This is an optimization exercise on Yosys and OpenROAD, whose aim is small area, not a production implementation.
Function was checked by simulation only, so behaviour that the tests miss may differ from the original.
Power is estimated from default activity; no workload was simulated.

oak:
==> flow/design.v <==
module riscv_cpu (
    input clk,
    input rst,
    output logic [31:0] instr_addr_o,
    input  logic [31:0] instr_data_i,
    output logic [31:0] data_addr_o,
    output logic [31:0] data_wdata_o,
    output logic [3:0]  data_we_o,
    input  logic [31:0] data_rdata_i
);
    wire [31:0] ins = instr_data_i;
    wire [6:0]  op  = ins[6:0];
    wire [4:0]  rd  = ins[11:7];
    wire [2:0]  f3  = ins[14:12];
    wire [4:0]  ra  = ins[19:15];
    wire [4:0]  rb  = ins[24:20];
    wire is_r    = (op == 7'b0110011);
    wire is_i    = (op == 7'b0010011);
    wire is_ld   = (op == 7'b0000011);
    wire is_st   = (op == 7'b0100011);
    wire is_br   = (op == 7'b1100011);
    wire is_lui  = (op == 7'b0110111);
    wire is_aui  = (op == 7'b0010111);
    wire is_jal  = (op == 7'b1101111);
    wire is_jalr = (op == 7'b1100111);
    logic [31:0] imm;
    always_comb begin
        imm = 32'b0;
        if (is_i | is_ld | is_jalr) imm = {{20{ins[31]}}, ins[31:20]};
        if (is_st)                  imm = {{20{ins[31]}}, ins[31:25], ins[11:7]};
        if (is_br)                  imm = {{20{ins[31]}}, ins[7], ins[30:25], ins[11:8], 1'b0};
        if (is_lui | is_aui)        imm = {ins[31:12], 12'b0};
        if (is_jal)                 imm = {{12{ins[31]}}, ins[19:12], ins[20], ins[30:21], 1'b0};
    end
    logic [31:0] rf [1:31];
    logic        w_we;
    logic [4:0]  w_rd;
    logic [31:0] w_data;
    wire [31:1] wsel, rsel1, rsel2;
    rf_dec5 u_wdec  (.a(w_rd), .en(w_we), .s(wsel));
    rf_dec5 u_rdec1 (.a(ra),   .en(1'b1), .s(rsel1));
    rf_dec5 u_rdec2 (.a(rb),   .en(1'b1), .s(rsel2));
    genvar gi, gb;
    generate
        for (gi = 1; gi < 32; gi = gi + 1) begin : g_rf
            wire we  = wsel[gi];
            wire wen = ~wsel[gi];
            for (gb = 0; gb < 32; gb = gb + 1) begin : g_bit
                wire nxt;
                rf_hold u_h (.d(w_data[gb]), .we(we), .q(rf[gi][gb]), .wen(wen), .y(nxt));
                always_ff @(posedge clk) rf[gi][gb] <= nxt;
            end
        end
    endgenerate
    logic [31:0] rs1, rs2;
    generate
        for (gb = 0; gb < 32; gb = gb + 1) begin : g_rd
            wire [31:1] col;
            for (gi = 1; gi < 32; gi = gi + 1) begin : g_col
                assign col[gi] = rf[gi][gb];
            end
            rf_rdbit u_r1 (.s(rsel1), .d(col), .y(rs1[gb]));
            rf_rdbit u_r2 (.s(rsel2), .d(col), .y(rs2[gb]));
        end
    endgenerate
    logic [31:0] pc;
    wire [31:0] opb   = op[5] ? rs2 : imm;           
    wire        sub   = (f3 != 3'b000) | op[6] | (op[5] & ins[30]);
    wire [32:0] sum2  = {1'b0, rs1} + {1'b0, opb ^ {32{sub}}} + {32'b0, sub};
    wire [31:0] diff  = sum2[31:0];
    wire        ltu   = ~sum2[32];
    wire        lts   = (rs1[31] != opb[31]) ? rs1[31] : diff[31];
    wire        eq    = (rs1 == rs2);
    wire [31:0] jt    = rs1 + imm;           
    wire [31:0] pcimm = pc + imm;            
    wire [31:0] pc4   = pc + 32'd4;
    wire        shl   = ~f3[2];
    logic [31:0] shin, shout, shrev;
    always_comb begin
        for (int i = 0; i < 32; i++) shin[i] = shl ? rs1[31 - i] : rs1[i];
    end
    wire        fill  = ins[30] & rs1[31] & ~shl;
    assign shout = $signed({fill, shin}) >>> opb[4:0];
    always_comb begin
        for (int i = 0; i < 32; i++) shrev[i] = shout[31 - i];
    end
    logic [31:0] alu;
    always_comb begin
        case (f3)
            3'b000: alu = diff;
            3'b001: alu = shrev;
            3'b010: alu = {31'b0, lts};
            3'b011: alu = {31'b0, ltu};
            3'b100: alu = rs1 ^ opb;
            3'b101: alu = shout;
            3'b110: alu = rs1 | opb;
            default: alu = rs1 & opb;
        endcase
    end
    logic [31:0] res;
    always_comb begin
        if (is_st)                  res = rs2;
        else if (is_br | is_aui)    res = pcimm;
        else if (is_jal | is_jalr)  res = pc4;
        else if (is_lui)            res = 32'b0;
        else                        res = alu;
    end
    logic taken;
    always_comb begin
        case (f3)
            3'b000: taken = eq;
            3'b001: taken = ~eq;
            3'b100: taken = diff[31];
            3'b101: taken = ~diff[31];
            3'b110: taken = ltu;
            3'b111: taken = ~ltu;
            default: taken = 1'b0;
        endcase
        taken = taken & is_br;
    end
    wire wr = (is_r | is_i | is_ld | is_lui | is_aui | is_jal | is_jalr) & (rd != 5'd0);
    logic [31:0] e_jt, e_res, m_addr, m_res;
    logic        e_taken, e_we, e_ld, e_st, m_we, m_ld, m_st;
    logic [4:0]  e_rd, m_rd;
    logic e_first;
    wire  sel_jal  = is_jal;
    wire  sel_jalr = is_jalr & ~e_first;
    wire  sel_br   = ~is_jal & ~is_jalr & e_taken;
    wire  sel_inc  = ~is_jal & ~is_jalr & ~e_taken;
    wire [31:0] next_pc = ({32{sel_jal}}  & pcimm) |
                          ({32{sel_jalr}} & e_jt)  |
                          ({32{sel_br}}   & e_res) |
                          ({32{sel_inc}}  & pc4);
    always_ff @(posedge clk or posedge rst) begin
        if (rst) begin
            pc      <= 32'b0;
            e_first <= 1'b1;
            e_taken <= 1'b0;
            e_we    <= 1'b0;
            e_st    <= 1'b0;
            m_we    <= 1'b0;
            m_st    <= 1'b0;
            w_we    <= 1'b0;
        end else begin
            pc      <= next_pc;
            e_first <= 1'b0;
            e_taken <= taken;
            e_we    <= wr;
            e_st    <= is_st;
            m_we    <= e_we;
            m_st    <= e_st;
            w_we    <= m_we;
        end
    end
    always_ff @(posedge clk) begin
        e_jt   <= jt;
        e_res  <= res;
        e_rd   <= rd;
        e_ld   <= is_ld;
        m_addr <= e_jt;
        m_res  <= e_res;
        m_rd   <= e_rd;
        m_ld   <= e_ld;
        w_data <= m_ld ? data_rdata_i : m_res;
        w_rd   <= m_rd;
    end
    assign instr_addr_o = pc;
    assign data_addr_o  = m_addr;
    assign data_wdata_o = m_res;
    assign data_we_o    = {4{m_st}};
endmodule
module rf_hold (input d, input we, input q, input wen, output y);
    assign y = (d & we) | (q & wen);
endmodule
module rf_dec5 (input [4:0] a, input en, output [31:1] s);
    genvar k;
    generate
        for (k = 1; k < 32; k = k + 1) begin : g
            assign s[k] = en & (a == k);
        end
    endgenerate
endmodule
module rf_ao3 (input a1, input b1, input a2, input b2, input a3, input b3, output y);
    assign y = ~((a1 & b1) | (a2 & b2) | (a3 & b3));
endmodule
module rf_rdbit (input [31:1] s, input [31:1] d, output y);
    wire [9:0] t;
    genvar k;
    generate
        for (k = 0; k < 10; k = k + 1) begin : g
            rf_ao3 u (.a1(s[3*k+1]), .b1(d[3*k+1]), .a2(s[3*k+2]), .b2(d[3*k+2]),
                      .a3(s[3*k+3]), .b3(d[3*k+3]), .y(t[k]));
        end
    endgenerate
    assign y = ~(&t) | (s[31] & d[31]);
endmodule
==> flow/config.mk <==
export PLATFORM = sky130hd
export DESIGN_NAME = riscv_cpu
export DESIGN_NICKNAME = riscv_cpu
export VERILOG_FILES = /design/flow/design.v
export SDC_FILE = /design/flow/constraint.sdc
export NUM_CORES = 4
export LEC_CHECK = 0
export CAP_MARGIN = 10
export CORE_MARGIN = 2
export CORE_UTILIZATION = 45
export CTS_CLUSTER_DIAMETER = 100
export CTS_CLUSTER_SIZE = 20
export SLEW_MARGIN = 10
export SYNTH_HIERARCHICAL = 1
==> flow/constraint.sdc <==
create_clock -name core_clock -period 8.0 [get_ports {clk}]
set_input_delay 1.6000 -clock core_clock [delete_from_list [all_inputs] [get_ports {clk}]]
set_output_delay 1.6000 -clock core_clock [all_outputs]
set_load 0.01 [all_outputs]
standard.sh (not shown) runs the stock make flow with config.mk's settings and CLKGATE_MAP_FILE= SYNTH_SCRIPT=/design/flow/synth_recipe.tcl, a recipe that flattens the netlist after the stock synthesis.
==> flow/flow/run.sh <==
#!/bin/bash
# Layout flow: the standard ORFS flow (standard.sh, unchanged synthesis),
# with these layout settings passed to make:
#  - port buffers use buf_2 instead of the default choice
#  - CTS without dummy loads (clustering as in config.mk)
set -uo pipefail
bash standard.sh \
  "BUFFER_PORTS_ARGS=-buffer_cell sky130_fd_sc_hd__buf_2" \
  "CTS_ARGS=-sink_clustering_enable -repair_clock_nets -sink_clustering_size 20 -sink_clustering_max_diameter 100 -dont_use_dummy_load" \
  finish > flow_make.log 2>&1
status=$?
cp -f orfs/logs/sky130hd/riscv_cpu/base/*.log . 2>/dev/null || true
exit $status
Edits applied to the flow inputs when going from oak to pine:
- a change of CORE_UTILIZATION from 45 to 40
--- a/flow/flow/run.sh
+++ b/flow/flow/run.sh
@@ -3,3 +3,3 @@
 # with these layout settings passed to make:
-#  - port buffers use buf_2 instead of the default choice
+#  - port buffers use buf_1 instead of the default choice
 #  - CTS without dummy loads (clustering as in config.mk)
@@ -7,3 +7,3 @@
 bash standard.sh \
-  "BUFFER_PORTS_ARGS=-buffer_cell sky130_fd_sc_hd__buf_2" \
+  "BUFFER_PORTS_ARGS=-buffer_cell sky130_fd_sc_hd__buf_1" \
   "CTS_ARGS=-sink_clustering_enable -repair_clock_nets -sink_clustering_size 20 -sink_clustering_max_diameter 100 -dont_use_dummy_load" \
[summary]
- Across oak and pine, the outcome is the same: a clean finish for every run.
- pine vs oak — met2 track utilization from global routing dropped 4.4 points.
- [compare] base=oak new=pine: worst setup timing slack at the placement stage lower, total die area went up by 16000 sq um, total number of cells along the worst setup path moved down.
- Compared with oak, in pine clock transition at the registers of the reported paths held steady; final critical-path setup slack has decreased; total design power about even.
- pine -> oak: clock share of power flat

[separate check: timing with driven ports]
The results above use ideal ports. As a check the final layouts listed here were re-extracted and re-timed, cells and wires unchanged. Step 1 (the two cells are an assumption about what drives the block):
set clk [get_ports {clk}]
set_driving_cell -lib_cell sky130_fd_sc_hd__clkbuf_16 $clk
set_driving_cell -lib_cell sky130_fd_sc_hd__buf_2 [delete_from_list [all_inputs] $clk]
Step 2 times the ports against the registers' clock, not the clock port: input delays grow and output delays shrink by t, the midpoint of the rising clock arrivals with the driver on. Three values: no drivers, after step 1, after step 2; two values: the first two.
| run | t (ns) | setup slack, ns | worst data-port slew with drivers (ns) |
|---|---|---|---|
| oak | 0.763 | 0.603 / 0.654 / -0.109 | 0.21 |
| pine | 0.760 | 0.247 / 0.298 / -0.462 | 0.18 |
With both steps, setup timing fails in oak and pine, where it was met with ideal ports. The setup slack of oak, which loses most, moves by +0.051 ns with the drivers and by -0.712 ns with both steps.
